From an optimization exercise on the open Yosys and OpenROAD flow, aimed at small area; shortcuts taken in it are not production practice. Where RTL was checked, it was by simulation tests only, not by an equivalence proof against the original. For runs 1 and 3, only the layout was checked, not whether the RTL still works. The clock port is modelled as an ideal driver; clocking choices that lean on that would not hold on a real chip. Power figures rest on the tool's default switching activity, not on a simulated workload.

==> constraint.sdc <==
create_clock -name core_clock -period 32.0 [get_ports {REF_CLK}]
set_input_delay 6.4000 -clock core_clock [delete_from_list [all_inputs] [get_ports {REF_CLK}]]
set_output_delay 6.4000 -clock core_clock [all_outputs]
set_load 0.01 [all_outputs]
==> standard.sh <==
#!/bin/bash
# synth_recipe.tcl (not shown) runs the flow's synth.tcl, then flattens the netlist and writes it again
# the make line also repeats each setting of config.mk as NAME=value (left out here)
make -C /OpenROAD-flow-scripts/flow DESIGN_CONFIG=/design/flow/config.mk WORK_HOME=/design/flow/orfs CLKGATE_MAP_FILE= SYNTH_SCRIPT=/design/flow/synth_recipe.tcl "${@:-finish}"
==> config.mk <==
export PLATFORM = sky130hd
export DESIGN_NAME = System_top
export DESIGN_NICKNAME = System_top
export VERILOG_FILES = /design/flow/design.v
export SDC_FILE = /design/flow/constraint.sdc
export NUM_CORES = 4
export LEC_CHECK = 0
export CAP_MARGIN = 20
export CORE_MARGIN = 2
export CORE_UTILIZATION = 60
export CTS_BUF_LIST = sky130_fd_sc_hd__clkbuf_8
export SLEW_MARGIN = 20
==> design.v <==
module System_top #(
    parameter  DATA_WIDTH='d8 ,
                DATA_DEPTH='d16,
                PRESCALE_WIDTH='d5,
                NUM_STAGES='d2,
                RATIO_WD='d4
) (
    input wire REF_CLK,
    input wire RST,
    input wire RX_IN,
    output wire TX_OUT
);
localparam [3:0] S_IDLE = 4'd3,    
                 S_WA   = 4'd8,    
                 S_WD   = 4'd2,    
                 S_WR   = 4'd10,    
                 S_RA   = 4'd9,    
                 S_RD   = 4'd15,    
                 S_CA   = 4'd11,    
                 S_CAW  = 4'd13,    
                 S_CB   = 4'd1,    
                 S_CBW  = 4'd12,    
                 S_DF   = 4'd0,   
                 S_AL   = 4'd4,   
                 S_AIM  = 4'd7,   
                 S_AID  = 4'd6,   
                 S_AS   = 4'd5,   
                 S_TX   = 4'd14;   
reg  [3:0]  state;
reg  [3:0]  slot_cnt;    
reg         clr;         
reg         rx_act;      
reg  [3:0]  cyc;         
reg  [3:0]  bitn;        
reg  [15:0] P;
reg         cy;          
reg         sg;          
reg         hb;          
reg         second;      
reg         pe, pt;      
reg  [3:0]  r3;          
reg  [15:0] ring0, ring1, ring2, ring3, ring4, ring5, ring6, ring7;
wire [7:0]  T = {ring7[0], ring6[0], ring5[0], ring4[0],
                 ring3[0], ring2[0], ring1[0], ring0[0]};
wire        is2 = (slot_cnt == 4'd2);
wire        is3 = (slot_cnt == 4'd3);
wire [7:0]  rv  = {3'b000, is2, is2 | is3, is2, 1'b0, is2};
wire [3:0]  waddr = (state == S_CAW) ? 4'd0 : ((state == S_CBW) ? 4'd1 : P[3:0]);
wire        wr    = ((state == S_WR) | (state == S_CAW) | (state == S_CBW)) & (slot_cnt == waddr);
wire [7:0]  rin   = clr ? rv : (wr ? P[15:8] : T);
always @(posedge REF_CLK) begin
    ring0 <= {rin[0], ring0[15:1]};
    ring1 <= {rin[1], ring1[15:1]};
    ring2 <= {rin[2], ring2[15:1]};
    ring3 <= {rin[3], ring3[15:1]};
    ring4 <= {rin[4], ring4[15:1]};
    ring5 <= {rin[5], ring5[15:1]};
    ring6 <= {rin[6], ring6[15:1]};
    ring7 <= {rin[7], ring7[15:1]};
end
always @(posedge REF_CLK or negedge RST) begin
    if (!RST) begin
        slot_cnt <= 4'd0;
        clr      <= 1'b1;
    end else begin
        slot_cnt <= {slot_cnt[2:0],
                     slot_cnt[3] ^ slot_cnt[2] ^ (slot_cnt[2:0] == 3'b000)};
        if (slot_cnt == 4'd8)
            clr <= 1'b0;
    end
end
always @(posedge REF_CLK) begin
    if (is2) begin
        pe <= T[0];
        pt <= T[1];
    end
    if (is3)
        r3 <= T[3:0];
end
wire [3:0]  fn    = P[11:8];                    
wire        fmul  = (fn == 4'd2);
wire        fdiv  = (fn == 4'd3);
wire        aim   = (state == S_AIM);
wire        aid   = (state == S_AID);
wire        as    = (state == S_AS);
wire        f_cmp = (fn[3:2] == 2'b10);         
wire        f_sub = (fn == 4'd1) | f_cmp;       
wire        f_lg  = (fn[3:2] == 2'b01);         
wire        f_sl  = (fn[3:2] == 2'b11) &  fn[0];    
wire        f_sr  = (fn[3:2] == 2'b11) & ~fn[0];    
wire        f_ld1 = fmul | (fn[3:1] == 3'b111);     
wire        Tb    = T[cyc[2:0]];                
wire        x     = as ? P[0] : (aid ? hb : P[8]);
wire        yb    = aim ? (P[0] & Tb) :
                    aid ? (Tb ^ ~sg) :
                    ((f_sl ? x : Tb) ^ f_sub);
wire        fs    = x ^ yb ^ cy;
wire        fc    = (x & yb) | (x & cy) | (yb & cy);
wire        lgb   = fn[1] ^ (fn[0] ? (x | Tb) : (x & Tb));
wire        ins   = (aim | aid) ? fs :
                    f_lg ? lgb :
                    (f_sr | (fn == 4'd8)) ? 1'b0 : fs;
wire        ser   = ~cyc[3] & (aim ? (slot_cnt == 4'd0) : (slot_cnt == 4'd1));
wire        post  = (aim | aid) & cyc[3];       
wire        as_st = as & ser;                   
wire        as_end = as_st & (f_sr | (cyc[2:0] == 3'b111));
wire        hi_st = (aim | aid) & ser;          
wire        m_post = aim & post;                
wire        d_post = aid & post;                
wire        s8     = hb ^ ~sg ^ cy;             
wire        last   = (bitn == 4'd7);
wire        nz    = sg | ins;                   
wire        gt    = fc & nz;                    
wire [7:0]  hiv   = (fn == 4'd1) ? {8{~fc}} : {7'b0, (fn == 4'd0) & fc};
wire        rx_en   = (state == S_IDLE) | (state == S_WA) | (state == S_WD) | (state == S_WR) |
                      (state == S_RA) | (state == S_CA) | (state == S_CAW) | (state == S_CB) |
                      (state == S_CBW) | (state == S_DF);
wire        tx      = (state == S_TX);
wire        bend    = (cyc[3:1] == 3'b111);     
wire        rx_smp  = rx_act & (cyc == 4'd11);  
wire        rx_dat  = rx_smp & (bitn != 4'd0) & ~bitn[3] | rx_smp & (bitn == 4'd8);
wire        rx_end  = rx_smp & ((bitn == 4'd10) | (bitn == 4'd9) & ~pe);
wire        tx_dat  = tx & bend & (bitn != 4'd0) & (bitn <= 4'd8);
wire        tx_end  = tx & bend & ((bitn == 4'd10) | (bitn == 4'd9) & ~pe);
wire [7:0]  rxb     = P[15:8];                  
wire        rd_hit  = (state == S_RD) & (slot_cnt == P[11:8]);
wire        al_hit  = (state == S_AL) & (slot_cnt == {3'b000, f_ld1});
wire        m_done  = m_post & last;
wire        d_done  = d_post & last;
wire        go_tx   = rd_hit | m_done | d_done | as_end;
assign TX_OUT = ~tx | ((bitn == 4'd0) ? 1'b0 :
                       (bitn <= 4'd8) ? P[0] :
                       ((bitn == 4'd9) & pe) ? cy : 1'b1);
always @(posedge REF_CLK or negedge RST) begin
    if (!RST) begin
        state  <= S_IDLE;
        rx_act <= 1'b0;
    end else begin
        if (!rx_act) begin
            if (rx_en & ~RX_IN)
                rx_act <= 1'b1;
        end else if (rx_end)
            rx_act <= 1'b0;
        case (state)
            S_IDLE: if (rx_end) begin
                        if (rxb == 8'hAA)      state <= S_WA;
                        else if (rxb == 8'hBB) state <= S_RA;
                        else if (rxb == 8'hCC) state <= S_CA;
                        else if (rxb == 8'hDD) state <= S_DF;
                    end
            S_WA:   if (rx_end) state <= S_WD;
            S_WD:   if (rx_end) state <= S_WR;
            S_WR:   if (wr) state <= S_IDLE;
            S_RA:   if (rx_end) state <= S_RD;
            S_CA:   if (rx_end) state <= S_CAW;
            S_CAW:  if (wr) state <= S_CB;
            S_CB:   if (rx_end) state <= S_CBW;
            S_CBW:  if (wr) state <= S_DF;
            S_DF:   if (rx_end) state <= S_AL;
            S_AL:   if (al_hit) state <= fmul ? S_AIM : (fdiv ? S_AID : S_AS);
            S_TX:   if (tx_end & ~second) state <= S_IDLE;
            default: if (go_tx) state <= S_TX;      
        endcase
    end
end
always @(posedge REF_CLK) begin
    if (go_tx | tx_end) begin
        cyc  <= ~r3;
        bitn <= 4'd0;
    end else if (rx_act | tx) begin
        if (bend) begin
            cyc  <= tx ? ~r3 : 4'd7;
            bitn <= bitn + 4'd1;
        end else
            cyc  <= cyc + 4'd1;
    end else if (al_hit) begin
        cyc  <= 4'd0;
        bitn <= 4'd0;
    end else if (aim | aid | as) begin
        if (ser)
            cyc  <= cyc + 4'd1;
        if (post) begin
            cyc  <= 4'd0;
            bitn <= bitn + 4'd1;
        end
    end else begin
        cyc  <= 4'd8;       
        bitn <= 4'd0;
    end
    if (rx_dat | tx_dat)
        P <= {RX_IN, P[15:1]};
    if (rd_hit)
        P[7:0] <= T;
    if (al_hit) begin
        P[7:0] <= T;
        if (fmul | fdiv)
            P[15:8] <= 8'h00;
    end
    if (hi_st)
        P[15:8] <= {ins, P[15:9]};
    if (m_post)
        P <= {cy, P[15:1]};
    if (d_post) begin
        P[7:0] <= {P[6:0], ~s8};
        if (last)
            P[15:8] <= 8'h00;
    end
    if (as_st) begin
        P[7:0] <= {ins, P[7:1]};
        if (as_end) begin
            P[15:8] <= hiv;
            if (f_cmp)
                P[7:0] <= {6'b0, fn[1] & gt, fn[0] & (fn[1] ? gt : ~nz)};
        end
    end
    if (tx & bend & (bitn == 4'd0))
        cy <= pt;
    else if (tx_dat)
        cy <= cy ^ P[0];
    else if (al_hit)
        cy <= f_sub | fdiv;
    else if (as_st | hi_st)
        cy <= fc;
    else if (m_post)
        cy <= 1'b0;
    else if (d_post)
        cy <= ~s8;
    if (al_hit)
        sg <= 1'b0;
    else if (as_st)
        sg <= nz;
    else if (d_post)
        sg <= s8;
    if (al_hit)
        hb <= T[7];
    else if (aid & ser)
        hb <= P[8];
    else if (d_post)
        hb <= P[6];
    if (state == S_RD)
        second <= 1'b0;
    else if (state == S_AL)
        second <= 1'b1;
    else if (tx_end)
        second <= 1'b0;
end
endmodule
==> flow/run.sh <==
#!/bin/bash
# Standard ORFS flow with CTS told not to add dummy loads.
export CTS_ARGS="-sink_clustering_enable -repair_clock_nets -buf_list sky130_fd_sc_hd__clkbuf_8 -dont_use_dummy_load"
bash standard.sh > standard.log 2>&1
==> results of run 1 <==
==> per-stage QoR <==
step / instances / hold slack [ns]
finish: 688 / 0.312
global route: 688 / 0.314
CTS: 688 / 0.314
detailed placement: 671 / 0.312
global placement: 671 / 0.310
floorplan: 558 / 0.310
==> cells in the mapped netlist (8+ instances only) <==
library cell / instances
nand2b_1: 8
edfxtp_1: 20
ha_1: 8
xnor2_1: 12
nor2_1: 35
o21ai_0: 31
inv_1: 16
nor2b_1: 14
nor3_1: 9
mux2i_1: 17
nand3_1: 12
buf_2: 12
nand2_1: 33
a21oi_1: 34
dfxtp_1: 142
==> path summary, 6_finish.rpt <==
| kind | start | to | slack (ns) |
|---|---|---|---|
| setup / recovery | state[0] | TX_OUT | 23.31 |
| hold / removal | ring1[1] | ring1[0] | 0.31 |
| setup reg to reg | cyc[0] | P[0] | 28.27 |
| hold reg to reg | ring1[1] | ring1[0] | 0.31 |
| max in group asynchronous | RST | state[0] | 25.34 |
| min in group asynchronous | RST | slot_cnt[1] | 6.28 |
==> where the power goes <==
| group | leakage (nW) | internal, mW | total (mW) | switching, mW |
|---|---|---|---|---|
| combinational | 0.990 | 0.0863 | 0.187 | 0.101 |
| clock | 0.122 | 0.0469 | 0.110 | 0.0630 |
| sequential | 1.45 | 0.250 | 0.301 | 0.0509 |
| total | 2.56 | 0.383 | 0.598 | 0.214 |
==> layer usage <==
metal / wire, um / up-vias / track usage
met2: 6110 / 161 / 0.382
met1: 5840 / 1957 / 0.337
met5: 0 / - / 0
met3: 869 / 43 / 0.0681
li1: - / 1976 / -
met4: 476 / 0 / 0.124
==> placed cells by master, fill, tap and decap left out, types with 5 or more instances in the layout <==
cell type and n:
nand2_1 33, xor2_1 7, o31ai_1 5, nand4_1 6
xnor2_1 12, o21ai_0 31, dfrtp_1 7, ha_1 8
nor3b_1 5, mux2i_1 17, a21oi_1 34, nand3_1 12
edfxtp_1 20, a221o_1 6, nor2_1 35, nor2b_1 14
o22ai_1 7, inv_1 16, clkbuf_8 17, and2_1 5
nand2b_1 8, dfxtp_1 142, nand3b_1 6, nor3_1 9
==> cell type report <==
cell class / count / area, um^2 / share of cell area
inverters: 16 / 60.1 / 0.00917
flip-flops and latches: 172 / 3700 / 0.565
repair buffers: 3 / 30.0 / 0.00459
well taps: 136 / 170 / 0.0260
multi-input cells: 344 / 2350 / 0.360
clock buffers: 17 / 234 / 0.0357
==> cells by family after synthesis <==
logic type,count (synthesis)
DFF,172
and+or+nand+nor,165
AOI/OAI and AO/OA,126
buffers and inverters,42
muxes,24
xor gates and xnor gates,20
adders and majority gates,9
==> registers in the layout, indices dropped and copies added (netlist names), 4 cells and up <==
name and cells:
P 16, bitn 4, cyc 4, r3 4, ring0 16, ring1 16
ring2 16, ring3 16, ring4 16, ring5 16, ring6 16, ring7 16
slot_cnt 4, state 4
==> impl_metrics.tcl, run 1 <==
set metrics [dict create \
    design_area_um2 6550 \
    async_flop_share 0.0581 \
    finalMaxSlewViolations 0 \
    layout_setup_ws_ns 23.31 \
    ant_nets 0 \
    ys.flop_type "dfxtp_1" \
    synth_area_per_cell_um2 11.2 \
    maxCapViolCount 0 \
    postCtsResizedCells 0 \
    io_pins 4 \
    cts_root_buf "clkbuf_8" \
    synth_area_um2 6240 \
    route.detailed.drc 0 \
    fp-row-count 37 \
    setup_tns_ns 0 \
    grt_pass1_wl_um 21100 \
    ys_ff_latch 172 \
    grt_max_degree 32 \
    leakagePower_nw 2.56 \
    clock_latency_ns 0.44 \
    worst_path_largest_cell_delay_ns 0.86 \
    synth_top_family_by_area "simple AND/OR/NAND/NOR gates" \
    syn_nets 570 \
    synth-xor-area-share 0.0303 \
    hp-class "flip-flop to flip-flop" \
    cts_buffers 17 \
    skew_ns 0.0225 \
    synth_area_leaders "dfxtp_1 46%, edfxtp_1 9.6%, dfrtp_1 2.8%, a21oi_1 2.7%, mux2i_1 2.7%" \
    utilization 0.640 \
    holdPathStages 0 \
    die_w_um 106 \
    synth_edf_count 20 \
    num_vias 4137 \
    worstSetupPathType "flip-flop to output pin" \
    routed_wl_um 13300 \
    syn_to_final_growth_pct 4.83 \
    p_per_area_nw_per_um2 91.3 \
    antenna_cells 0 \
    synth-warning-count 1 \
    die_height_um 106 \
    synthCells 558 \
    tightest_slew_ns 0.856 \
    yosysTopAreaCell "dfxtp_1" \
    cp_max_fo 31 \
    antenna_found_initial 0 \
    postCtsSetupRepairBufs 0 \
    crit_chain "and4b_1, o21ai_0, clkdlybuf4s50_1" \
    period_minus_slack_ns 8.69 \
    dp_hpwl_um 9310 \
    clock-sinks 172 \
    fmax_ghz 0.115 \
    grt_pass1_vias 3880 \
    p_total_uw 598 \
    slew_headroom 0.428 \
    crit_buf_inv 1 \
    fill_cells 805 \
    track_usage 0.253 \
    synthDistinctLibCells 77 \
    arrival_ns 2.29 \
    clk_pin_slew_ns 0.07 \
    wire_per_inst_um 19.3 \
    die_area_um2 11200 \
    synthSimpleGateAreaFrac 0.149 \
    rsz0062_at_grt "false" \
    worst-path-stages 3 \
    yosysTopAreaCellShare 0.455 \
    ys_seq_area_frac 0.592 \
    worst_setup_path_start_kind "flip-flop" \
    place_congestion 0.932 \
    critPathTopFamily "flip-flops" \
    drive_above_1_share 0.0688 \
    core_area_um2 10200 \
    synth_compound_area_frac 0.135 \
    overflow 0 \
    clockBufferDepth 2 \
    postCtsHoldBufs 0 \
    worstPathRequired_ns 25.60 \
    start_util 0.610 \
    status "no timing/DRC/antenna violations" \
    post_drt_via_cell_ratio 6.01 \
    crit_slowest_cell "dfstp_2" \
    port_buffers 3 \
    drt_iter0_drc 475 \
    setup_viol 0 \
    synthMuxAreaShare 0.0435 \
    synthAdderAreaFrac 0.0192 \
    firstDrtPassIters 5 \
    nets 566 \
    place_ws_ns 23.77 \
    hold_viol 0 \
    peakVddDrop_v 0.0000534 \
    cts_tree "done" \
    h-tree-depth 4 \
    reg2reg_depth 11 \
    finalCritPeriodShare 0.272 \
    crit_path_end_kind "output pin" \
    placed_area_um2 6310 \
]
==> inputs of run 2 (changes only) <==
--- a/design.v
+++ b/design.v
@@ -12,18 +12,18 @@
 );
-localparam [3:0] S_IDLE = 4'd3,    
-                 S_WA   = 4'd8,    
-                 S_WD   = 4'd2,    
-                 S_WR   = 4'd10,    
-                 S_RA   = 4'd9,    
-                 S_RD   = 4'd15,    
-                 S_CA   = 4'd11,    
-                 S_CAW  = 4'd13,    
-                 S_CB   = 4'd1,    
-                 S_CBW  = 4'd12,    
-                 S_DF   = 4'd0,   
-                 S_AL   = 4'd4,   
-                 S_AIM  = 4'd7,   
-                 S_AID  = 4'd6,   
-                 S_AS   = 4'd5,   
-                 S_TX   = 4'd14;   
+localparam [3:0] S_IDLE = 4'd4,    
+                 S_WA   = 4'd7,    
+                 S_WD   = 4'd3,    
+                 S_WR   = 4'd15,    
+                 S_RA   = 4'd10,    
+                 S_RD   = 4'd6,    
+                 S_CA   = 4'd12,    
+                 S_CAW  = 4'd11,    
+                 S_CB   = 4'd8,    
+                 S_CBW  = 4'd9,    
+                 S_DF   = 4'd2,   
+                 S_AL   = 4'd14,   
+                 S_AIM  = 4'd13,   
+                 S_AID  = 4'd5,   
+                 S_AS   = 4'd0,   
+                 S_TX   = 4'd1;   
 reg  [3:0]  state;
==> run 2 against run 1 <==
Highest routed layer is now met5. Still clean on timing, DRC and antenna. Critical path type unchanged. Worst hold slack got worse by 0.0061 ns. Sequential share of layout area increased by 1.9 points. Worst setup slack got worse by 0.34 ns. Combinational power decreased by 4%. Critical path depth unchanged. Critical endpoint unchanged.
==> impl_metrics.tcl, run 2 <==
set metrics [dict create \
    status "no timing/DRC/antenna violations" \
    arrival_ns 2.64 \
    syn_nets 538 \
    synth-warning-count 1 \
    grt_pass1_wl_um 20100 \
    ys_seq_area_frac 0.616 \
    p_per_area_nw_per_um2 91.6 \
    clock-sinks 172 \
    cts_buffers 17 \
    yosysMostFrequentCell "dfxtp_1" \
    worstSetupPathType "flip-flop to output pin" \
    antenna_found_initial 1 \
    synth_edf_count 20 \
    crit_path_end_kind "output pin" \
    postCtsHoldBufs 0 \
    synthCells 526 \
    finalCritPeriodShare 0.282 \
    grt_max_degree 32 \
    ys.flop_type "dfxtp_1" \
    place_congestion 0.893 \
    wire_per_inst_um 18.8 \
    antenna_cells 0 \
    p_total_uw 579 \
    clk_pin_slew_ns 0.08 \
    leakagePower_nw 2.48 \
    route.detailed.drc 0 \
    track_usage 0.241 \
    crit_slowest_cell "nor4b_2" \
    firstDrtPassIters 7 \
    setup_tns_ns 0 \
    fmax_ghz 0.111 \
    clockBufferDepth 2 \
    worst_path_largest_cell_delay_ns 0.76 \
    period_minus_slack_ns 9.04 \
    synth_area_leaders "dfxtp_1 47%, edfxtp_1 10%, dfrtp_1 3.3%, mux2i_1 3.2%, a21oi_1 2.5%" \
    fp-row-count 36 \
    syn_to_final_growth_pct 5.46 \
    worstPathRequired_ns 25.60 \
    skew_ns 0.0296 \
    start_util 0.617 \
    postCtsSetupRepairBufs 0 \
    worst_setup_path_start_kind "flip-flop" \
    h-tree-depth 4 \
    die_height_um 104 \
    routed_wl_um 12400 \
    finalMaxSlewViolations 0 \
    holdWs_ns 0.306 \
    hp-class "flip-flop to flip-flop" \
    rsz0062_at_grt "false" \
    cp_max_fo 31 \
    postCtsResizedCells 0 \
    crit_chain "nor4b_2, o21ai_0, clkdlybuf4s50_1" \
    dp_cells 639 \
    core_area_um2 9730 \
    grt_pass1_vias 3786 \
    die_area_um2 10800 \
    peakVddDrop_v 0.0000549 \
    synthDistinctLibCells 71 \
    dp_hpwl_um 8620 \
    async_flop_share 0.0581 \
    tightest_slew_ns 0.940 \
    io_pins 4 \
    nets 537 \
    yosysTopAreaCellShare 0.474 \
    fin_cells 656 \
    most-common-layout-cells "142 x dfxtp_1, 34 x nor2_1, 32 x nand2_1" \
    post_drt_via_cell_ratio 6.00 \
    ant_nets 0 \
    synth_area_per_cell_um2 11.4 \
    port_buffers 3 \
    final_common_cell "dfxtp_1" \
    maxCapViolCount 0 \
    synth_area_um2 6000 \
    setup_viol 0 \
    drive_above_1_share 0.0727 \
    cts_tree "done" \
    drt_iter0_drc 350 \
    num_vias 3933 \
    design_area_um2 6330 \
    hold_viol 0 \
    synth_common_cells "142 x dfxtp_1, 34 x nor2_1, 32 x nand2_1" \
    placed_area_um2 6090 \
    overflow 0 \
    ys_ff_latch 172 \
    clock_latency_ns 0.43 \
    slew_headroom 0.373 \
    yosysTopAreaCell "dfxtp_1" \
    multiInputGateArea_um2 2120 \
    layout.area.seq_um2 3700 \
    fill_cells 753 \
    cts_root_buf "clkbuf_8" \
    die_w_um 104 \
]
[run 2: cell count changes after synthesis, sizes merged, moves of 4 or more]
cell    before  now
o21bai       0    7
a21oi       36   31
xnor2       12    6
a222oi       1    5
o21ai       31   25
xor2         7   13
and2         6    2
nor2b       14    7
a221o        6    2
[run 2: critical path: cells and delay by family, from the launching register on]
kind / cells / cell delay (ns)
AO/OA/AOI/OAI: 1 / 0.20
buffers and inverters: 1 / 0.52
flip-flops: 1 / 0.73
AND/OR/NAND/NOR: 1 / 0.76
[run 2: report_power, final]
part	total (mW)	switching, mW	internal [mW]
Clock	0.108	0.0613	0.0470
Sequential	0.292	0.0439	0.248
Combinational	0.179	0.102	0.0775
[run 2: final cells by class]
class / count / share of cell area
Tap cell: 133 / 0.0263
Clock buffer: 17 / 0.0370
Multi-Input combinational cell: 311 / 0.335
Timing Repair Buffer: 5 / 0.00712
Sequential cell: 172 / 0.584
Inverter: 18 / 0.0107
[run 2: kinds of logic after synthesis]
logic type | count (synthesis) | synth area share
flops | 172 | 0.616
simple gates | 150 | 0.135
compound gates | 109 | 0.123
buf+inv | 43 | 0.0319
mux | 24 | 0.0467
xor+xnor | 19 | 0.0277
fa+ha+maj | 9 | 0.0200
[run 2: worst paths after layout]
kind                       cells after the start  startpoint           to  slack (ns)
setup / recovery                               3    state[3]       TX_OUT       22.96
hold / removal                                 0   ring1[14]    ring1[13]        0.31
setup reg to reg                              13    state[3]         P[0]       28.01
hold reg to reg                                0   ring1[14]    ring1[13]        0.31
max in group asynchronous                      1         RST     state[2]       25.33
min in group asynchronous                      1         RST  slot_cnt[2]        6.29
[run 2: metal layers]
layer  vias up  global-route usage  routed length (um)
met5         -                   0                  13
met4         2               0.135                 433
met3        37              0.0620                 959
met2       172               0.353                5570
met1      1862               0.327                5390
li1       1860                   -                   -
[run 2: metrics by stage]
| stage | utilization | setup WS (ns) |
|---|---|---|
| 6_report | 0.650 | 22.96 |
| 5_1_grt | 0.650 | 22.76 |
| 4_1_cts | 0.650 | 22.98 |
| 3_5_place_dp | 0.626 | 23.45 |
| 3_3_place_gp | 0.626 | 23.49 |
| 2_1_floorplan | - | 24.40 |
==> inputs of run 3 (changes only) <==
--- a/design.v
+++ b/design.v
@@ -13,17 +13,17 @@
 localparam [3:0] S_IDLE = 4'd4,    
-                 S_WA   = 4'd7,    
-                 S_WD   = 4'd3,    
-                 S_WR   = 4'd15,    
-                 S_RA   = 4'd10,    
-                 S_RD   = 4'd6,    
-                 S_CA   = 4'd12,    
-                 S_CAW  = 4'd11,    
-                 S_CB   = 4'd8,    
-                 S_CBW  = 4'd9,    
-                 S_DF   = 4'd2,   
-                 S_AL   = 4'd14,   
-                 S_AIM  = 4'd13,   
-                 S_AID  = 4'd5,   
-                 S_AS   = 4'd0,   
-                 S_TX   = 4'd1;   
+                 S_WA   = 4'd11,    
+                 S_WD   = 4'd13,    
+                 S_WR   = 4'd8,    
+                 S_RA   = 4'd9,    
+                 S_RD   = 4'd10,    
+                 S_CA   = 4'd0,    
+                 S_CAW  = 4'd7,    
+                 S_CB   = 4'd6,    
+                 S_CBW  = 4'd3,    
+                 S_DF   = 4'd12,   
+                 S_AL   = 4'd5,   
+                 S_AIM  = 4'd14,   
+                 S_AID  = 4'd1,   
+                 S_AS   = 4'd2,   
+                 S_TX   = 4'd15;   
 reg  [3:0]  state;
@@ -92,3 +92,6 @@
 wire        Tb    = T[cyc[2:0]];                
-wire        x     = as ? P[0] : (aid ? hb : P[8]);
+wire        first = (bitn == 4'd0);
+wire        last   = (bitn == 4'd7);
+wire        hi8   = P[8] & ~first;              
+wire        x     = as ? P[0] : (aid ? hb : hi8);
 wire        yb    = aim ? (P[0] & Tb) :
@@ -99,3 +102,4 @@
 wire        lgb   = fn[1] ^ (fn[0] ? (x | Tb) : (x & Tb));
-wire        ins   = (aim | aid) ? fs :
+wire        ins   = aim ? fs :
+                    aid ? fs & ~last :          
                     f_lg ? lgb :
@@ -110,3 +114,2 @@
 wire        s8     = hb ^ ~sg ^ cy;             
-wire        last   = (bitn == 4'd7);
 wire        nz    = sg | ins;                   
@@ -195,4 +198,2 @@
         P[7:0] <= T;
-        if (fmul | fdiv)
-            P[15:8] <= 8'h00;
     end
@@ -204,4 +205,2 @@
         P[7:0] <= {P[6:0], ~s8};
-        if (last)
-            P[15:8] <= 8'h00;
     end
@@ -236,3 +235,3 @@
     else if (aid & ser)
-        hb <= P[8];
+        hb <= hi8;
     else if (d_post)
--- a/config.mk
+++ b/config.mk
@@ -7,2 +7,3 @@
 export LEC_CHECK = 0
+export ABC_AREA = 1
 export CAP_MARGIN = 20
==> run 3 against run 2 <==
Worst hold slack gained 0.0068 ns. Global-route usage grew 1.5 points. Non-clock buffer count shrank 2. Routed wire length grew 3.5%. Core utilization grew 0.71 points. Total power grew 8.9%. Critical path type unchanged.
==> impl_metrics.tcl, run 3 <==
set metrics [dict create \
    synth_common_cells "142 x dfxtp_1, 110 x nand2_1, 68 x nor2_1" \
    rrSetupSlack_ns 28.30 \
    most-common-layout-cells "142 x dfxtp_1, 110 x nand2_1, 68 x nor2_1" \
    yosysMostFrequentCell "dfxtp_1" \
    crit_chain "inv_1, ha_1, a21oi_1, inv_1, o311ai_0, nand2_1, clkdlybuf4s50_1" \
    die_height_um 104 \
    peakVddDrop_v 0.0000536 \
    fmax_ghz 0.114 \
    overflow 0 \
    yosysTopAreaCellShare 0.470 \
    reg2reg_depth 21 \
    start_util 0.619 \
    slew_headroom 0.581 \
    skew_ns 0.0282 \
    drt_iter0_drc 426 \
    clockBufferDepth 2 \
    placed_area_um2 6190 \
    synthCells 645 \
    holdPathStages 0 \
    crit_path_end_kind "output pin" \
    rsz0062_at_grt "false" \
    h-tree-depth 4 \
    fp-row-count 36 \
    finalCritPeriodShare 0.274 \
    synthDistinctLibCells 46 \
    maxCapViolCount 0 \
    firstDrtPassIters 5 \
    route.detailed.drc 0 \
    synth_area_leaders "dfxtp_1 47%, edfxtp_1 9.9%, nand2_1 6.8%, nor2_1 4.2%, inv_1 4.1%" \
    syn_nets 657 \
    grt_max_degree 18 \
    wire_per_inst_um 16.3 \
    yosysTopAreaCell "dfxtp_1" \
    synth_edf_count 20 \
    die_area_um2 10900 \
    ys_ff_latch 172 \
    track_usage 0.256 \
    async_flop_share 0.0581 \
    cp_max_fo 5 \
    nets 667 \
    postCtsHoldBufs 0 \
    setup_viol 0 \
    die_w_um 104 \
    dp_hpwl_um 9400 \
    postCtsResizedCells 0 \
    worstSetupPathType "flip-flop to output pin" \
    clock_latency_ns 0.45 \
    ys_seq_area_frac 0.611 \
    min_to "ring2[6]" \
    r2r_start "state[0]" \
    antenna_found_initial 0 \
    routed_wl_um 12800 \
    worst_path_largest_cell_delay_ns 0.48 \
    period_minus_slack_ns 8.75 \
    io_pins 4 \
    finalMaxSlewViolations 0 \
    synth_area_per_cell_um2 9.38 \
    r2r-end "P[0]" \
    num_vias 4355 \
    worst_setup_path_start_kind "flip-flop" \
    clock-sinks 172 \
    worstPathRequired_ns 25.60 \
    tightest_slew_ns 0.626 \
    syn_to_final_growth_pct 6.23 \
    hold_start "ring2[7]" \
    grt_pass1_wl_um 21600 \
    leakagePower_nw 2.78 \
    final_common_cell "dfxtp_1" \
    status "no timing/DRC/antenna violations" \
    cts_tree "done" \
    synth-warning-count 1 \
    synth_area_um2 6050 \
    grt_pass1_vias 4251 \
    clk_pin_slew_ns 0.08 \
    port_buffers 3 \
    hp-class "flip-flop to flip-flop" \
    drive_above_1_share 0.0750 \
    cts_buffers 17 \
    cts_root_buf "clkbuf_8" \
    design_area_um2 6430 \
    setup_tns_ns 0 \
    post_drt_via_cell_ratio 5.54 \
    p_per_area_nw_per_um2 98.2 \
    arrival_ns 2.35 \
    place_congestion 0.975 \
    crit_slowest_cell "clkdlybuf4s50_1" \
    ant_nets 0 \
    crit_top_cell "inv_1" \
    core_area_um2 9770 \
    antenna_cells 0 \
    postCtsSetupRepairBufs 0 \
    ys.flop_type "dfxtp_1" \
    hold_viol 0 \
]
-- run 3: changes by cell type after synthesis, sizes merged, moves of 7 or more --
cell | before | now
nand2 | 32 | 115
inv | 18 | 75
nor2 | 34 | 75
o21ai | 25 | 58
mux2i | 19 | 0
nand3 | 15 | 26
buf | 15 | 5
a21oi | 31 | 39
nand2b | 7 | 0
nor2b | 7 | 0
-- run 3: worst max path at each step --
stage / from / endpoint / slack [ns] / cells after the start
2_1_floorplan: bitn[0] / TX_OUT / 24.29 / 6
3_3_place_gp: bitn[0] / TX_OUT / 23.69 / 7
3_5_place_dp: bitn[0] / TX_OUT / 23.65 / 7
4_1_cts: bitn[0] / TX_OUT / 23.17 / 7
5_1_grt: bitn[0] / TX_OUT / 23.08 / 7
6_report: bitn[0] / TX_OUT / 23.25 / 7
-- run 3: area by class of cell --
type                            instances  area, um^2
Clock buffer                           17         234
Timing Repair Buffer                    3        30.0
Sequential cell                       172        3700
Tap cell                              133         166
Fill cell                             808        3350
Inverter                               75         282
Multi-Input combinational cell        386        2020
-- run 3: cells by family after synthesis --
| group | after synthesis | synth area share |
|---|---|---|
| compound gates | 126 | 0.117 |
| xor+xnor | 13 | 0.0201 |
| fa+ha+maj | 9 | 0.0199 |
| buf+inv | 87 | 0.0554 |
| flops | 172 | 0.611 |
| simple gates | 238 | 0.177 |
-- run 3: layer usage --
| layer | vias to the layer above | global-route usage | wire length, um |
|---|---|---|---|
| li1 | 2122 | - | - |
| met4 | 0 | 0.131 | 451 |
| met5 | - | 0 | 0 |
| met1 | 1995 | 0.354 | 5770 |
| met2 | 204 | 0.380 | 5610 |
| met3 | 34 | 0.0570 | 964 |
-- run 3: worst max-delay path, delay by kind of cell (launching register included) --
| kind | cells | cell delay (ns) |
|---|---|---|
| AOI/OAI and AO/OA | 2 | 0.51 |
| adders and majority gates | 1 | 0.24 |
| buffers and inverters | 3 | 0.68 |
| DFF | 1 | 0.40 |
| and+or+nand+nor | 1 | 0.08 |
-- run 3: metrics by stage --
stage	total power, mW	hold WS [ns]	setup slack (ns)	util	instances
floorplan	0.459	0.310	24.29	-	645
global route	0.675	0.319	23.08	0.657	786
CTS	0.629	0.320	23.17	0.657	786
detailed placement	0.518	0.312	23.65	0.634	769
finish	0.631	0.313	23.25	0.657	786
global placement	0.513	0.310	23.69	0.634	769
-- run 3: power by group --
group          switching (mW)  total [mW]  internal (mW)
clock network          0.0632       0.110         0.0469
registers              0.0360       0.301          0.265
logic                   0.145       0.220         0.0746
==> inputs of run 4 (changes only) <==
--- a/design.v
+++ b/design.v
@@ -12,18 +12,18 @@
 );
-localparam [3:0] S_IDLE = 4'd4,    
-                 S_WA   = 4'd11,    
-                 S_WD   = 4'd13,    
-                 S_WR   = 4'd8,    
-                 S_RA   = 4'd9,    
-                 S_RD   = 4'd10,    
-                 S_CA   = 4'd0,    
-                 S_CAW  = 4'd7,    
-                 S_CB   = 4'd6,    
-                 S_CBW  = 4'd3,    
-                 S_DF   = 4'd12,   
-                 S_AL   = 4'd5,   
-                 S_AIM  = 4'd14,   
-                 S_AID  = 4'd1,   
-                 S_AS   = 4'd2,   
-                 S_TX   = 4'd15;   
+localparam [3:0] S_IDLE = 4'd15,    
+                 S_WA   = 4'd14,    
+                 S_WD   = 4'd10,    
+                 S_WR   = 4'd5,    
+                 S_RA   = 4'd13,    
+                 S_RD   = 4'd1,    
+                 S_CA   = 4'd11,    
+                 S_CAW  = 4'd6,    
+                 S_CB   = 4'd3,    
+                 S_CBW  = 4'd7,    
+                 S_DF   = 4'd9,   
+                 S_AL   = 4'd8,   
+                 S_AIM  = 4'd2,   
+                 S_AID  = 4'd0,   
+                 S_AS   = 4'd12,   
+                 S_TX   = 4'd4;   
 reg  [3:0]  state;
@@ -123,6 +123,6 @@
 wire        rx_smp  = rx_act & (cyc == 4'd11);  
-wire        rx_dat  = rx_smp & (bitn != 4'd0) & ~bitn[3] | rx_smp & (bitn == 4'd8);
-wire        rx_end  = rx_smp & ((bitn == 4'd10) | (bitn == 4'd9) & ~pe);
-wire        tx_dat  = tx & bend & (bitn != 4'd0) & (bitn <= 4'd8);
-wire        tx_end  = tx & bend & ((bitn == 4'd10) | (bitn == 4'd9) & ~pe);
+wire        rx_dat  = rx_smp & bitn[3];
+wire        rx_end  = rx_smp & ((bitn == 4'd1) | (bitn == 4'd0) & ~pe);
+wire        tx_dat  = tx & bend & bitn[3];
+wire        tx_end  = tx & bend & ((bitn == 4'd1) | (bitn == 4'd0) & ~pe);
 wire [7:0]  rxb     = P[15:8];                  
@@ -133,5 +133,5 @@
 wire        go_tx   = rd_hit | m_done | d_done | as_end;
-assign TX_OUT = ~tx | ((bitn == 4'd0) ? 1'b0 :
-                       (bitn <= 4'd8) ? P[0] :
-                       ((bitn == 4'd9) & pe) ? cy : 1'b1);
+assign TX_OUT = ~tx | (bitn[3] ? P[0] :
+                       (bitn == 4'd7) ? 1'b0 :
+                       ((bitn == 4'd0) & pe) ? cy : 1'b1);
 always @(posedge REF_CLK or negedge RST) begin
@@ -171,3 +171,3 @@
         cyc  <= ~r3;
-        bitn <= 4'd0;
+        bitn <= 4'd7;
     end else if (rx_act | tx) begin
@@ -190,3 +190,3 @@
         cyc  <= 4'd8;       
-        bitn <= 4'd0;
+        bitn <= 4'd7;
     end
@@ -214,3 +214,3 @@
     end
-    if (tx & bend & (bitn == 4'd0))
+    if (tx & bend & (bitn == 4'd7))
         cy <= pt;
==> run 4 against run 3 <==
Critical endpoint unchanged. Worst hold slack lost 0.017 ns. Design area is 1.6% lower. Global-route usage fell by 0.41 points. Critical path type unchanged. Highest routed layer unchanged.
==> impl_metrics.tcl, run 4 <==
set metrics [dict create \
    status "no timing/DRC/antenna violations" \
    fill_cells 791 \
    finalMaxSlewViolations 0 \
    synth_top_family_by_area "simple AND/OR/NAND/NOR gates" \
    crit_path_end_kind "output pin" \
    syn_to_final_growth_pct 6.16 \
    synth_area_per_cell_um2 9.45 \
    crit_buf_inv 2 \
    nets 652 \
    synth_area_leaders "dfxtp_1 48%, edfxtp_1 10%, nand2_1 7.5%, o21ai_0 5.1%, inv_1 3.3%" \
    yosysTopAreaCellShare 0.477 \
    cts_tree "done" \
    postCtsSetupRepairBufs 0 \
    synth-warning-count 1 \
    leakagePower_nw 2.64 \
    skew_ns 0.0337 \
    rsz0062_at_grt "false" \
    synthCells 630 \
    postCtsHoldBufs 0 \
    io_pins 4 \
    antenna_cells 0 \
    route.detailed.drc 0 \
    drive_above_1_share 0.0892 \
    fmax_ghz 0.117 \
    maxCapViolCount 0 \
    clk_pin_slew_ns 0.09 \
    setup_tns_ns 0 \
    multiInputGateArea_um2 1940 \
    place_congestion 1.01 \
    grt_pass1_vias 4094 \
    worstSetupPathType "flip-flop to output pin" \
    grt-busiest-layer "met2" \
    synthSimpleGateAreaFrac 0.167 \
    peakVddDrop_v 0.0000491 \
    start_util 0.615 \
    syn_nets 641 \
    cp_max_fo 9 \
    overflow 0 \
    postCtsResizedCells 0 \
    synthAdderAreaFrac 0.0181 \
    met1_usage 0.332 \
    async_flop_share 0.0581 \
    worstPathRequired_ns 25.60 \
    die_area_um2 10700 \
    final_common_cell "dfxtp_1" \
    grt_pass1_wl_um 20900 \
    track_usage 0.252 \
    ys_ff_latch 172 \
    yosysMostFrequentCell "dfxtp_1" \
    finalCritPeriodShare 0.268 \
    critPathTopFamily "flip-flops" \
    clockBufferDepth 2 \
    cts_buffers 17 \
    dp_hpwl_um 9370 \
    fp-row-count 36 \
    crit_chain "inv_2, nor2_4, nand2_1, a31oi_1, o21ai_0, clkdlybuf4s50_1" \
    clock-sinks 172 \
    ant_nets 0 \
    antenna_found_initial 0 \
    cts_root_buf "clkbuf_8" \
    globalRouteMet3Util 0.0692 \
    ys_seq_area_frac 0.621 \
    grt_max_degree 19 \
    synth_compound_area_frac 0.128 \
    met2_usage 0.396 \
    hp-class "flip-flop to flip-flop" \
    clock_latency_ns 0.45 \
    post_drt_via_cell_ratio 5.55 \
    port_buffers 3 \
    die_height_um 104 \
    routed_wl_um 12800 \
    num_vias 4281 \
    arrival_ns 2.18 \
    crit_slowest_cell "dfstp_2" \
    worst_path_largest_cell_delay_ns 0.61 \
    synthDistinctLibCells 45 \
    most-common-layout-cells "142 x dfxtp_1, 119 x nand2_1, 61 x o21ai_0" \
    slew_headroom 0.599 \
    p_per_area_nw_per_um2 51.9 \
    ys.flop_type "dfxtp_1" \
    firstDrtPassIters 5 \
    place_ws_ns 23.86 \
    core_area_um2 9680 \
    synth_area_um2 5950 \
    layout.area.seq_um2 3700 \
    worst_setup_path_start_kind "flip-flop" \
    synth_common_cells "142 x dfxtp_1, 119 x nand2_1, 61 x o21ai_0" \
    period_minus_slack_ns 8.58 \
    synth_edf_count 20 \
    drt_iter0_drc 323 \
    wire_per_inst_um 16.6 \
    h-tree-depth 4 \
    synth-xor-area-share 0.0132 \
    tightest_slew_ns 0.600 \
    hold_viol 0 \
    yosysTopAreaCell "dfxtp_1" \
    synthMuxAreaShare 0 \
    layout_setup_ws_ns 23.42 \
    die_w_um 104 \
    setup_viol 0 \
]
-- run 4: metal layers --
metal	share of wire	vias to the layer above	wire length, um
met3	0.059	23	754
met1	0.45	2036	5720
met4	0.024	0	310
met2	0.47	131	6030
li1	-	2091	-
met5	0	-	0
-- run 4: cell type report --
class                           count  area share
Inverter                           66      0.0394
Timing Repair Buffer                3     0.00475
Tap cell                          133      0.0263
Clock buffer                       17      0.0370
Multi-Input combinational cell    381       0.307
Sequential cell                   172       0.585
-- run 4: worst register-to-register path, cell delays in order, from the launching register on --
cell and delay, ns:
dfstp_2 0.62, nand2_1 0.11, nor2_1 0.24, inv_2 0.11, nand3_1 0.10, nand2_1 0.07
inv_1 0.09, nand2_1 0.05, o21ai_0 0.09, nand2_1 0.08, nand2_1 0.06, o22ai_1 0.08
nand2_1 0.06, o31ai_1 0.08, fa_1 0.58, o21ai_0 0.10, a311oi_1 0.22, nor2_1 0.08
nand2_1 0.07, nand2_1 0.12, nand2_1 0.09, nand2_1 0.07, o21ai_1 0.17
-- run 4: final timing paths --
kind,start,to,slack (ns),cells past startpoint
max in group asynchronous,RST,state[2],25.30,1
min in group asynchronous,RST,slot_cnt[1],6.32,1
hold / removal,ring5[13],ring5[12],0.30,0
setup reg to reg,state[3],P[1],28.51,22
setup / recovery,state[2],TX_OUT,23.42,6
hold reg to reg,ring5[13],ring5[12],0.30,0
-- run 4: cell families (layout without fill, tap and decap cells) --
group / count (synthesis) / in the layout
compound gates: 135 / 135
xor+xnor: 9 / 9
fa+ha+maj: 8 / 8
buf+inv: 77 / 86
flops: 172 / 172
simple gates: 229 / 229
-- run 4: metrics by stage --
stage	instances	utilization	area, um^2	total power [mW]	hold WS [ns]
finish	772	0.653	6320	0.328	0.296
global route	772	0.653	6320	0.339	0.298
CTS	772	0.653	6320	0.332	0.299
detailed placement	755	0.629	6090	0.224	0.312
global placement	755	0.629	6090	0.224	0.310
floorplan	630	-	5950	0.223	0.310
-- run 4: power by group --
part	internal, mW	total [mW]	switching [mW]	leakage, nW
clock network	0.0469	0.109	0.0622	0.122
registers	0.218	0.218	0.000359	1.44
logic	0.000347	0.000851	0.000504	1.08
==> inputs of run 5 (changes only) <==
==> flow/run.sh (replaced) <==
#!/bin/bash
# Standard ORFS flow, except: CTS builds the tree from clkbuf_4 without dummy
# loads, and before routing flow/fix_clk.tcl upsizes to clkbuf_8 the clock
# buffers whose flip-flops would see a slow clock edge.
set -e
export CTS_ARGS="-sink_clustering_enable -repair_clock_nets -buf_list sky130_fd_sc_hd__clkbuf_4 -dont_use_dummy_load"
bash standard.sh cts > standard_cts.log 2>&1
openroad -no_init -exit flow/fix_clk.tcl > fix_clk.log 2>&1
bash standard.sh finish > standard.log 2>&1
==> flow/fix_clk.tcl (new file) <==
# Upsize clock buffers (clkbuf_4 -> clkbuf_8) whose loads would see a slow
# clock edge, then legalize the placement. Runs on the CTS result.
set R orfs/results/sky130hd/System_top/base
set P $::env(FLOW_HOME)/platforms/sky130hd
read_liberty $P/lib/sky130_fd_sc_hd__tt_025C_1v80.lib
read_db $R/4_cts.odb
read_sdc $R/4_cts.sdc
source $P/setRC.tcl
proc load_slew {inst} {
  set p [get_pins -of_objects $inst -filter "direction==output"]
  set mx 0
  foreach q [get_pins -of_objects [get_nets -of_objects $p] -filter "direction==input"] {
    set s [get_property $q slew_max]
    if {$s > $mx} { set mx $s }
  }
  return $mx
}
for {set it 0} {$it < 24} {incr it} {
  estimate_parasitics -placement
  set worst ""
  set wslew 0
  foreach inst [get_cells *] {
    if {[get_property $inst ref_name] != "sky130_fd_sc_hd__clkbuf_4"} { continue }
    set s [load_slew $inst]
    if {$s > $wslew} { set wslew $s; set worst $inst }
  }
  puts "iteration $it: worst [get_full_name $worst] $wslew"
  if {$wslew <= 0.105} { break }
  replace_cell $worst sky130_fd_sc_hd__clkbuf_8
}
detailed_placement
check_placement
estimate_parasitics -placement
foreach inst [get_cells *] {
  if {[string match *clkbuf* [get_property $inst ref_name]]} {
    puts "final [get_full_name $inst] [get_property $inst ref_name] [load_slew $inst]"
  }
}
write_db $R/4_cts.odb
==> run 5 against run 4 <==
Still clean. Non-clock buffer count is the same. Total power shrank 3.5%. Design area shrank 0.69%. First-iteration DRC count grew 13%. Global-route usage shrank 0.33 points. Core utilization shrank 0.45 points. Largest cell class unchanged.
==> impl_metrics.tcl, run 5 <==
set metrics [dict create \
    status "no timing/DRC/antenna violations" \
    wire_per_inst_um 16.4 \
    clock-sinks 172 \
    finalMaxSlewViolations 0 \
    synth_area_um2 5950 \
    port_buffers 3 \
    io_pins 4 \
    crit_path_end_kind "output pin" \
    worst_path_largest_cell_delay_ns 0.62 \
    die_area_um2 10700 \
    yosysTopAreaCell "dfxtp_1" \
    postCtsHoldBufs 0 \
    maxCapViolCount 0 \
    die_w_um 104 \
    synth_common_cells "142 x dfxtp_1, 119 x nand2_1, 61 x o21ai_0" \
    ys.flop_type "dfxtp_1" \
    setup_viol 0 \
    dp_hpwl_um 9370 \
    syn_to_final_growth_pct 5.42 \
    grt_max_degree 19 \
    overflow 0 \
    die_height_um 104 \
    grt_pass1_wl_um 20600 \
    nets 652 \
    fmax_ghz 0.116 \
    tightest_slew_ns 0.594 \
    antenna_cells 0 \
    h-tree-depth 4 \
    post_drt_via_cell_ratio 5.57 \
    route.detailed.drc 0 \
    skew_ns 0.0306 \
    synth_edf_count 20 \
    cts_root_buf "clkbuf_4" \
    hold_viol 0 \
    drt_iter0_drc 366 \
    utilization 0.648 \
    core_area_um2 9680 \
    worst_setup_path_start_kind "flip-flop" \
    crit_slowest_cell "dfstp_2" \
    cts_tree "done" \
    ys_ff_latch 172 \
    crit_buf_inv 2 \
    final_common_cell "dfxtp_1" \
    fin_cells 772 \
    finalCritPeriodShare 0.269 \
    clock_latency_ns 0.44 \
    fill_cells 806 \
    synthCells 630 \
    drive_above_1_share 0.0892 \
    routed_wl_um 12600 \
    yosysTopAreaCellShare 0.477 \
    clockBufferDepth 2 \
    syn_nets 641 \
    p_per_area_nw_per_um2 50.4 \
    leakagePower_nw 2.62 \
    synth_area_per_cell_um2 9.45 \
    synth-warning-count 1 \
    firstDrtPassIters 5 \
    place_congestion 1.01 \
    synth_area_leaders "dfxtp_1 48%, edfxtp_1 10%, nand2_1 7.5%, o21ai_0 5.1%, inv_1 3.3%" \
    most-common-layout-cells "142 x dfxtp_1, 119 x nand2_1, 61 x o21ai_0" \
    layout.area.seq_um2 3700 \
    clk_pin_slew_ns 0.09 \
    crit_chain "inv_2, nor2_4, nand2_1, a31oi_1, o21ai_0, clkdlybuf4s50_1" \
    multiInputGateArea_um2 1940 \
    peakVddDrop_v 0.0000483 \
    synthDistinctLibCells 45 \
    track_usage 0.249 \
    ys_seq_area_frac 0.621 \
    holdWs_ns 0.305 \
    antenna_found_initial 0 \
    critPathTopFamily "flip-flops" \
    worstSetupPathType "flip-flop to output pin" \
    dp_cells 755 \
    hp-class "flip-flop to flip-flop" \
    num_vias 4299 \
    postCtsSetupRepairBufs 0 \
    yosysMostFrequentCell "dfxtp_1" \
    period_minus_slack_ns 8.60 \
    grt_pass1_vias 4040 \
    slew_headroom 0.603 \
    place_ws_ns 23.86 \
    async_flop_share 0.0581 \
    cp_max_fo 9 \
    start_util 0.615 \
    layout_setup_ws_ns 23.40 \
    cts_buffers 17 \
    fp-row-count 36 \
    arrival_ns 2.20 \
    rsz0062_at_grt "false" \
    worstPathRequired_ns 25.60 \
    ant_nets 0 \
    postCtsResizedCells 0 \
    setup_tns_ns 0 \
]
-- run 5: cell count changes in the layout (fill, tap and decap cells not counted) --
cell      delta
clkbuf_8     -7
clkbuf_4     +7
-- run 5: layout make-up --
cell class / instances / share of cell area
inverter: 66 / 0.0397
timing repair buffer: 3 / 0.00478
clock buffer: 17 / 0.0303
sequential: 172 / 0.589
multi-input combinational: 381 / 0.309
tap: 133 / 0.0265
-- run 5: cells by family after synthesis --
logic type / count (synthesis) / share of synthesized area
DFF: 172 / 0.621
adders and majority gates: 8 / 0.0181
and+or+nand+nor: 229 / 0.167
xor gates and xnor gates: 9 / 0.0132
AOI/OAI and AO/OA: 135 / 0.128
buffers and inverters: 77 / 0.0525
-- run 5: path summary, 6_finish.rpt --
kind | startpoint | end | slack [ns] | depth (start not counted)
max | state[2] | TX_OUT | 23.40 | 6
min | ring7[11] | ring7[10] | 0.31 | 0
max reg2reg | state[3] | P[1] | 28.45 | 22
min reg2reg | ring7[11] | ring7[10] | 0.31 | 0
max in group asynchronous | RST | clr | 25.29 | 1
min in group asynchronous | RST | rx_act | 6.31 | 1
-- run 5: per-stage QoR --
step           total power, mW  instance area [um^2]
2_1_floorplan            0.223                  5950
3_3_place_gp             0.224                  6090
3_5_place_dp             0.224                  6090
4_1_cts                  0.305                  6210
5_1_grt                  0.328                  6280
6_report                 0.317                  6280
-- run 5: per-layer routing --
layer	GRT usage	up-vias	share of wire
met5	0	-	0
met2	0.387	160	0.47
met1	0.329	2021	0.44
li1	-	2095	-
met4	0.101	0	0.026
met3	0.0730	23	0.064
-- run 5: power breakdown --
part | switching, mW | internal (mW)
Sequential | 0.000365 | 0.218
Clock | 0.0598 | 0.0379
Combinational | 0.000511 | 0.000347
Total | 0.0607 | 0.256
==> inputs of run 6 (changes only) <==
--- a/flow/fix_clk.tcl
+++ b/flow/fix_clk.tcl
@@ -27,3 +27,3 @@
   puts "iteration $it: worst [get_full_name $worst] $wslew"
-  if {$wslew <= 0.105} { break }
+  if {$wslew <= 0.115} { break }
   replace_cell $worst sky130_fd_sc_hd__clkbuf_8
==> run 6 against run 5 <==
Still clean. Clock skew up 0.0017 ns. Critical path depth is the same. Count of clock-buffer cells in the layout stayed put. Routed wire length is 0.29% higher. Critical endpoint unchanged.
==> impl_metrics.tcl, run 6 <==
set metrics [dict create \
    status "no timing/DRC/antenna violations" \
    ant_nets 0 \
    synth_edf_count 20 \
    clk_pin_slew_ns 0.11 \
    async_flop_share 0.0581 \
    arrival_ns 2.19 \
    rsz0062_at_grt "false" \
    leakagePower_nw 2.61 \
    route.detailed.drc 0 \
    synthCells 630 \
    crit_chain "inv_2, nor2_4, nand2_1, a31oi_1, o21ai_0, clkdlybuf4s50_1" \
    place_ws_ns 23.86 \
    grt_pass1_wl_um 20600 \
    ys_ff_latch 172 \
    crit_path_end_kind "output pin" \
    post_drt_via_cell_ratio 5.53 \
    postCtsResizedCells 0 \
    postCtsSetupRepairBufs 0 \
    place_congestion 1.01 \
    cp_max_fo 9 \
    clockBufferDepth 2 \
    multiInputGateArea_um2 1940 \
    io_pins 4 \
    rrSetupSlack_ns 28.47 \
    h-tree-depth 4 \
    die_area_um2 10700 \
    p_total_uw 311 \
    drive_above_1_share 0.0892 \
    overflow 0 \
    finalCritPeriodShare 0.268 \
    dp_hpwl_um 9370 \
    layout.area.seq_um2 3700 \
    p_per_area_nw_per_um2 49.7 \
    synth_area_per_cell_um2 9.45 \
    min_to "ring3[1]" \
    peakVddDrop_v 0.0000483 \
    most-common-layout-cells "142 x dfxtp_1, 119 x nand2_1, 61 x o21ai_0" \
    layout_setup_ws_ns 23.41 \
    period_minus_slack_ns 8.59 \
    nets 652 \
    clock-sinks 172 \
    cts_tree "done" \
    grt_pass1_vias 4040 \
    r2r_start "state[3]" \
    fp-row-count 36 \
    yosysTopAreaCell "dfxtp_1" \
    setup_tns_ns 0 \
    maxCapViolCount 0 \
    worst-path-stages 6 \
    core_area_um2 9680 \
    setup_viol 0 \
    drt_iter0_drc 336 \
    cts_buffers 17 \
    hold_start "ring3[2]" \
    holdPathStages 0 \
    critPathTopFamily "flip-flops" \
    tightest_slew_ns 0.583 \
    r2r-end "P[0]" \
    fill_cells 807 \
    synth-warning-count 1 \
    postCtsHoldBufs 0 \
    skew_ns 0.0323 \
    hold_viol 0 \
    routed_wl_um 12700 \
    synth_area_um2 5950 \
    track_usage 0.249 \
    antenna_found_initial 0 \
    final_common_cell "dfxtp_1" \
    num_vias 4269 \
    grt_max_degree 19 \
    worstPathRequired_ns 25.60 \
    die_w_um 104 \
    crit_slowest_cell "dfstp_2" \
    slew_headroom 0.610 \
    crit_buf_inv 2 \
    start_util 0.615 \
    yosysTopAreaCellShare 0.477 \
    clock_latency_ns 0.43 \
    port_buffers 3 \
    ys.flop_type "dfxtp_1" \
    finalMaxSlewViolations 0 \
    synth_area_leaders "dfxtp_1 48%, edfxtp_1 10%, nand2_1 7.5%, o21ai_0 5.1%, inv_1 3.3%" \
    worst_setup_path_start_kind "flip-flop" \
    yosysMostFrequentCell "dfxtp_1" \
    reg2reg_depth 23 \
    antenna_cells 0 \
    firstDrtPassIters 4 \
    holdWs_ns 0.301 \
    syn_to_final_growth_pct 5.00 \
    cts_root_buf "clkbuf_4" \
    die_height_um 104 \
    fmax_ghz 0.116 \
    wire_per_inst_um 16.4 \
    utilization 0.646 \
    worstSetupPathType "flip-flop to output pin" \
    synthDistinctLibCells 45 \
    worst_path_largest_cell_delay_ns 0.62 \
    ys_seq_area_frac 0.621 \
    synth_common_cells "142 x dfxtp_1, 119 x nand2_1, 61 x o21ai_0" \
    syn_nets 641 \
    hp-class "flip-flop to flip-flop" \
]
## run 6: cell counts after synthesis
No cell type changed its count.
## run 6: cell families (layout without fill, tap and decap cells)
kind of cell,Yosys count,in the layout,share of synthesized area
DFF,172,172,0.621
adders and majority gates,8,8,0.0181
and+or+nand+nor,229,229,0.167
xor gates and xnor gates,9,9,0.0132
AOI/OAI and AO/OA,135,135,0.128
buffers and inverters,77,86,0.0525
## run 6: per-layer routing
layer | vias to the layer above | part of all wire | global-route usage
li1 | 2102 | - | -
met1 | 2009 | 0.45 | 0.329
met2 | 137 | 0.47 | 0.387
met3 | 21 | 0.061 | 0.0730
met4 | 0 | 0.024 | 0.101
met5 | - | 0 | 0
## run 6: power by group
group / total (mW) / internal (mW) / switching [mW]
registers: 0.218 / 0.218 / 0.000359
logic: 0.000841 / 0.000347 / 0.000493
clock network: 0.0918 / 0.0327 / 0.0591
## run 6: final cells by class
| cell class | instances | share of cell area |
|---|---|---|
| Sequential cell | 172 | 0.592 |
| Multi-Input combinational cell | 381 | 0.311 |
| Inverter | 66 | 0.0398 |
| Tap cell | 133 | 0.0266 |
| Clock buffer | 17 | 0.0264 |
| Timing Repair Buffer | 3 | 0.00480 |
## run 6: worst max path at each step
stage,endpoint,slack [ns],from
after floorplan,TX_OUT,24.38,state[2]
after global placement,TX_OUT,23.91,state[2]
after detailed placement,TX_OUT,23.86,state[2]
after CTS,TX_OUT,23.28,state[2]
after global routing,TX_OUT,23.25,state[2]
final,TX_OUT,23.41,state[2]
## run 6: stage by stage
step,instance area (um^2),cells
final,6250,772
after floorplan,5950,630
after CTS,6210,772
after detailed placement,6090,755
after global placement,6090,755
after global routing,6250,772
## run 6: worst reg2reg max path, stage by stage, from the launching register on
cell and delay (ns):
dfstp_2 0.64, nand2_1 0.11, nor2_1 0.24, inv_2 0.11, nand3_1 0.10, nand2_1 0.07
inv_1 0.09, nand2_1 0.05, o21ai_0 0.09, nand2_1 0.08, nand2_1 0.06, o22ai_1 0.08
nand2_1 0.07, o31ai_1 0.08, fa_1 0.57, o21ai_0 0.10, a311oi_1 0.23, nor2_1 0.07
nand2_1 0.07, nand2_1 0.12, nand3_1 0.10, nand2_1 0.05, nand2_1 0.05, nand2_1 0.04
==> inputs of run 7 (changes only) <==
==> flow/run.sh (replaced) <==
#!/bin/bash
# ORFS flow with three changes:
#  - synthesis is the standard flow's, except that ABC maps the logic with flow/area.abc
#    (an area-oriented script; flip-flops are mapped before ABC, unchanged);
#  - CTS builds the tree from clkbuf_4 without dummy loads;
#  - before routing, flow/fix_clk.tcl upsizes to clkbuf_8 the clock buffers
#    whose flip-flops would see a slow clock edge.
set -e
W=$(pwd)
export MY_ABC_SCRIPT=$W/flow/area.abc
export CTS_ARGS="-sink_clustering_enable -repair_clock_nets -buf_list sky130_fd_sc_hd__clkbuf_4 -dont_use_dummy_load"
S="SYNTH_SCRIPT=$W/flow/mysynth.tcl"
bash standard.sh synth "$S" > standard_synth.log 2>&1
bash standard.sh cts "$S" > standard_cts.log 2>&1
openroad -no_init -exit flow/fix_clk.tcl > fix_clk.log 2>&1
bash standard.sh finish "$S" > standard.log 2>&1
==> flow/area.abc (new file) <==
strash
&get -n
&fraig -x
&put
scorr
dc2
strash
&get -n
&dch -f
&nf -R 1000
&put
strash
&get -n
&dch -f
&nf -R 1000
&put
topo
dnsize
==> flow/mysynth.tcl (new file) <==
# The standard flow's synthesis script, with ABC run on a script of our own (MY_ABC_SCRIPT)
proc synth {args} { yosys synth -nofsm -noshare {*}$args }
proc fix_abc_args {n1 n2 op} {
  upvar #0 abc_args a
  set i [lsearch -exact $a -script]
  if {$i >= 0 && [lindex $a [expr {$i + 1}]] ne $::env(MY_ABC_SCRIPT)} {
    set a [lreplace $a [expr {$i + 1}] [expr {$i + 1}] $::env(MY_ABC_SCRIPT)]
  }
}
trace add variable ::abc_args write fix_abc_args
source $::env(SCRIPTS_DIR)/synth.tcl
# left out here: clear keep_hierarchy, flatten, clean up, hide names made inside functions, write 1_2_yosys.v
==> run 7 against run 6 <==
Clock skew grew 0.0054 ns. Still clean. Critical endpoint unchanged. Design area shrank 5.0%. Final cell count shrank 19%.
==> impl_metrics.tcl, run 7 <==
set metrics [dict create \
    synth_area_per_cell_um2 11.4 \
    firstDrtPassIters 6 \
    die_height_um 101 \
    arrival_ns 2.21 \
    h-tree-depth 4 \
    synthDistinctLibCells 48 \
    die_area_um2 10100 \
    status "no timing/DRC/antenna violations" \
    hp-class "flip-flop to flip-flop" \
    clockBufferDepth 2 \
    p_per_area_nw_per_um2 52.3 \
    fin_cells 622 \
    final_common_cell "dfxtp_1" \
    fmax_ghz 0.116 \
    antenna_cells 0 \
    postCtsResizedCells 0 \
    worstPathRequired_ns 25.60 \
    worst_path_largest_cell_delay_ns 0.64 \
    synth-warning-count 1 \
    fill_cells 733 \
    rsz0062_at_grt "false" \
    syn_to_final_growth_pct 5.96 \
    postCtsHoldBufs 0 \
    num_vias 3796 \
    yosysTopAreaCellShare 0.507 \
    period_minus_slack_ns 8.61 \
    skew_ns 0.0377 \
    route.detailed.drc 0 \
    place_congestion 0.946 \
    hold_start "ring6[13]" \
    slew_headroom 0.406 \
    place_ws_ns 23.80 \
    peakVddDrop_v 0.0000416 \
    port_buffers 3 \
    drt_iter0_drc 420 \
    grt_max_degree 21 \
    dp_hpwl_um 7810 \
    synthCells 491 \
    clock-sinks 172 \
    io_pins 4 \
    clk_pin_slew_ns 0.10 \
    crit_slowest_cell "dfstp_2" \
    startpoint "state[2]" \
    clock_latency_ns 0.42 \
    dp_cells 605 \
    finalCritPeriodShare 0.269 \
    layout.area.seq_um2 3700 \
    finalMaxSlewViolations 0 \
    crit_path_end_kind "output pin" \
    synth_edf_count 20 \
    maxCapViolCount 0 \
    cts_buffers 17 \
    core_area_um2 9150 \
    grt_pass1_wl_um 18100 \
    track_usage 0.237 \
    cp_max_fo 12 \
    async_flop_share 0.0581 \
    antenna_found_initial 0 \
    grt_pass1_vias 3465 \
    cts_root_buf "clkbuf_4" \
    setup_viol 0 \
    syn_nets 502 \
    synth_area_leaders "dfxtp_1 51%, edfxtp_1 11%, o21ai_0 4.1%, nor2_1 3.2%, a21oi_1 2.5%" \
    cts_tree "done" \
    nets 524 \
    tightest_slew_ns 0.884 \
    setup_tns_ns 0 \
    overflow 0 \
    leakagePower_nw 2.38 \
    start_util 0.612 \
    post_drt_via_cell_ratio 6.10 \
    drive_above_1_share 0.0470 \
    ys.flop_type "dfxtp_1" \
    layout_setup_ws_ns 23.39 \
    ys_ff_latch 172 \
    design_area_um2 5940 \
    critPathTopFamily "flip-flops" \
    synth_area_um2 5610 \
    yosysMostFrequentCell "dfxtp_1" \
    yosysTopAreaCell "dfxtp_1" \
    worstSetupPathType "flip-flop to output pin" \
    fp-row-count 35 \
    most-common-layout-cells "142 x dfxtp_1, 48 x nor2_1, 46 x o21ai_0" \
    synth_common_cells "142 x dfxtp_1, 48 x nor2_1, 46 x o21ai_0" \
    wire_per_inst_um 18.0 \
    hold_viol 0 \
    placed_area_um2 5770 \
    multiInputGateArea_um2 1860 \
    worst_setup_path_start_kind "flip-flop" \
    r2r_start "state[1]" \
    die_w_um 101 \
    ant_nets 0 \
    postCtsSetupRepairBufs 0 \
    routed_wl_um 11200 \
    ys_seq_area_frac 0.660 \
    crit_chain "nand2b_1, nor3_1, o21ai_0, clkdlybuf4s50_1" \
    crit_buf_inv 1 \
]
==> run 7: cell types whose count changed after synthesis, sizes merged, moves of 7 or more <==
cell    change
nand2      -87
mux2i      +11
inv        -65
nand2b      +7
clkinv     +10
o21ai      -31
nor2       -13
nand3      -10
buf         -9
xnor2       +9
and3        +8
==> run 7: report_power, final <==
| group | total (mW) | internal [mW] | leakage [nW] | switching, mW |
|---|---|---|---|---|
| Sequential | 0.218 | 0.218 | 1.44 | 0.000127 |
| Clock | 0.0924 | 0.0328 | 0.0937 | 0.0596 |
| Combinational | 0.000628 | 0.000300 | 0.840 | 0.000327 |
==> run 7: cell families after synthesis <==
group / Yosys count / share of synthesized area
flip-flops: 172 / 0.660
AND/OR/NAND/NOR: 153 / 0.130
buffers and inverters: 11 / 0.00737
adder cells (fa/ha/maj): 9 / 0.0210
multiplexers: 18 / 0.0377
AO/OA/AOI/OAI: 111 / 0.117
XOR/XNOR: 17 / 0.0266
==> run 7: final timing paths <==
| check | endpoint | slack (ns) | cells past startpoint |
|---|---|---|---|
| max reg2reg | P[0] | 27.64 | 14 |
| min reg2reg | ring6[12] | 0.30 | 0 |
| min in group asynchronous | slot_cnt[2] | 6.28 | 1 |
| max | TX_OUT | 23.39 | 4 |
| max in group asynchronous | state[0] | 25.37 | 1 |
| min | ring6[12] | 0.30 | 0 |
==> run 7: through the flow <==
| stage | util | total power [mW] | hold slack (ns) |
|---|---|---|---|
| finish | 0.649 | 0.311 | 0.302 |
| global route | 0.649 | 0.323 | 0.300 |
| CTS | 0.645 | 0.304 | 0.280 |
| detailed placement | 0.631 | 0.223 | 0.312 |
| global placement | 0.631 | 0.223 | 0.310 |
| floorplan | - | 0.223 | 0.310 |
==> run 7: layer usage <==
metal / vias up / GRT usage / routed length, um
met2: 191 / 0.352 / 5120
li1: 1797 / - / -
met3: 22 / 0.0742 / 983
met5: - / 0 / 0
met4: 0 / 0.0959 / 241
met1: 1786 / 0.325 / 4850
==> run 7: worst register-to-register path: stages, from the launching register on <==
cell and delay (ns):
dfstp_2 0.48, nor2_1 0.50, nand3_1 0.38, a21oi_1 0.43, mux2i_1 0.15, xnor2_1 0.19, o22ai_1 0.10, a31oi_1 0.24
fa_1 0.49, a221oi_1 0.29, a21oi_1 0.10, or2_0 0.29, and3_1 0.22, o211ai_1 0.18, nand2_1 0.07
==> run 7: layout make-up <==
type | count | area share
sequential | 172 | 0.623
tap | 111 | 0.0234
timing repair buffer | 3 | 0.00506
multi-input combinational | 308 | 0.314
inverter | 11 | 0.00695
clock buffer | 17 | 0.0278

==> afterwards: timing with drivers on the ports <==
In the flow no input, the clock included, has a driving cell. The finished layouts below were timed again as built, in two steps. Step 1 assumes that a clkbuf_16 drives the clock port and a buf_2 every other input. Step 2 also shifts input and output timing later by t, the mid clock arrival at the registers, as if the neighbouring blocks saw the same clock. Three values: no drivers, after step 1, after step 2; two values: the first two.
| run | shift t [ns] | slack for setup (ns) | hold slack, ns | worst data-port slew with drivers (ns) |
|---|---|---|---|---|
| run 1 | 0.465 | 23.306 / 23.272 / 23.737 | 0.312 / 0.312 / 0.312 | 0.03 |
| run 2 | 0.452 | 22.962 / 22.930 / 23.382 | 0.306 / 0.306 / 0.306 | 0.03 |
| run 3 | 0.465 | 23.246 / 23.215 / 23.680 | 0.313 / 0.313 / 0.313 | 0.03 |
| run 4 | 0.468 | 23.419 / 23.385 / 23.853 | 0.296 / 0.296 / 0.296 | 0.03 |
| run 5 | 0.457 | 23.397 / 23.363 / 23.819 | 0.305 / 0.305 / 0.305 | 0.03 |
| run 6 | 0.449 | 23.411 / 23.377 / 23.826 | 0.301 / 0.301 / 0.301 | 0.03 |
| run 7 | 0.439 | 23.388 / 23.354 / 23.792 | 0.302 / 0.302 / 0.302 | 0.03 |
After both steps every run listed still meets setup and hold.
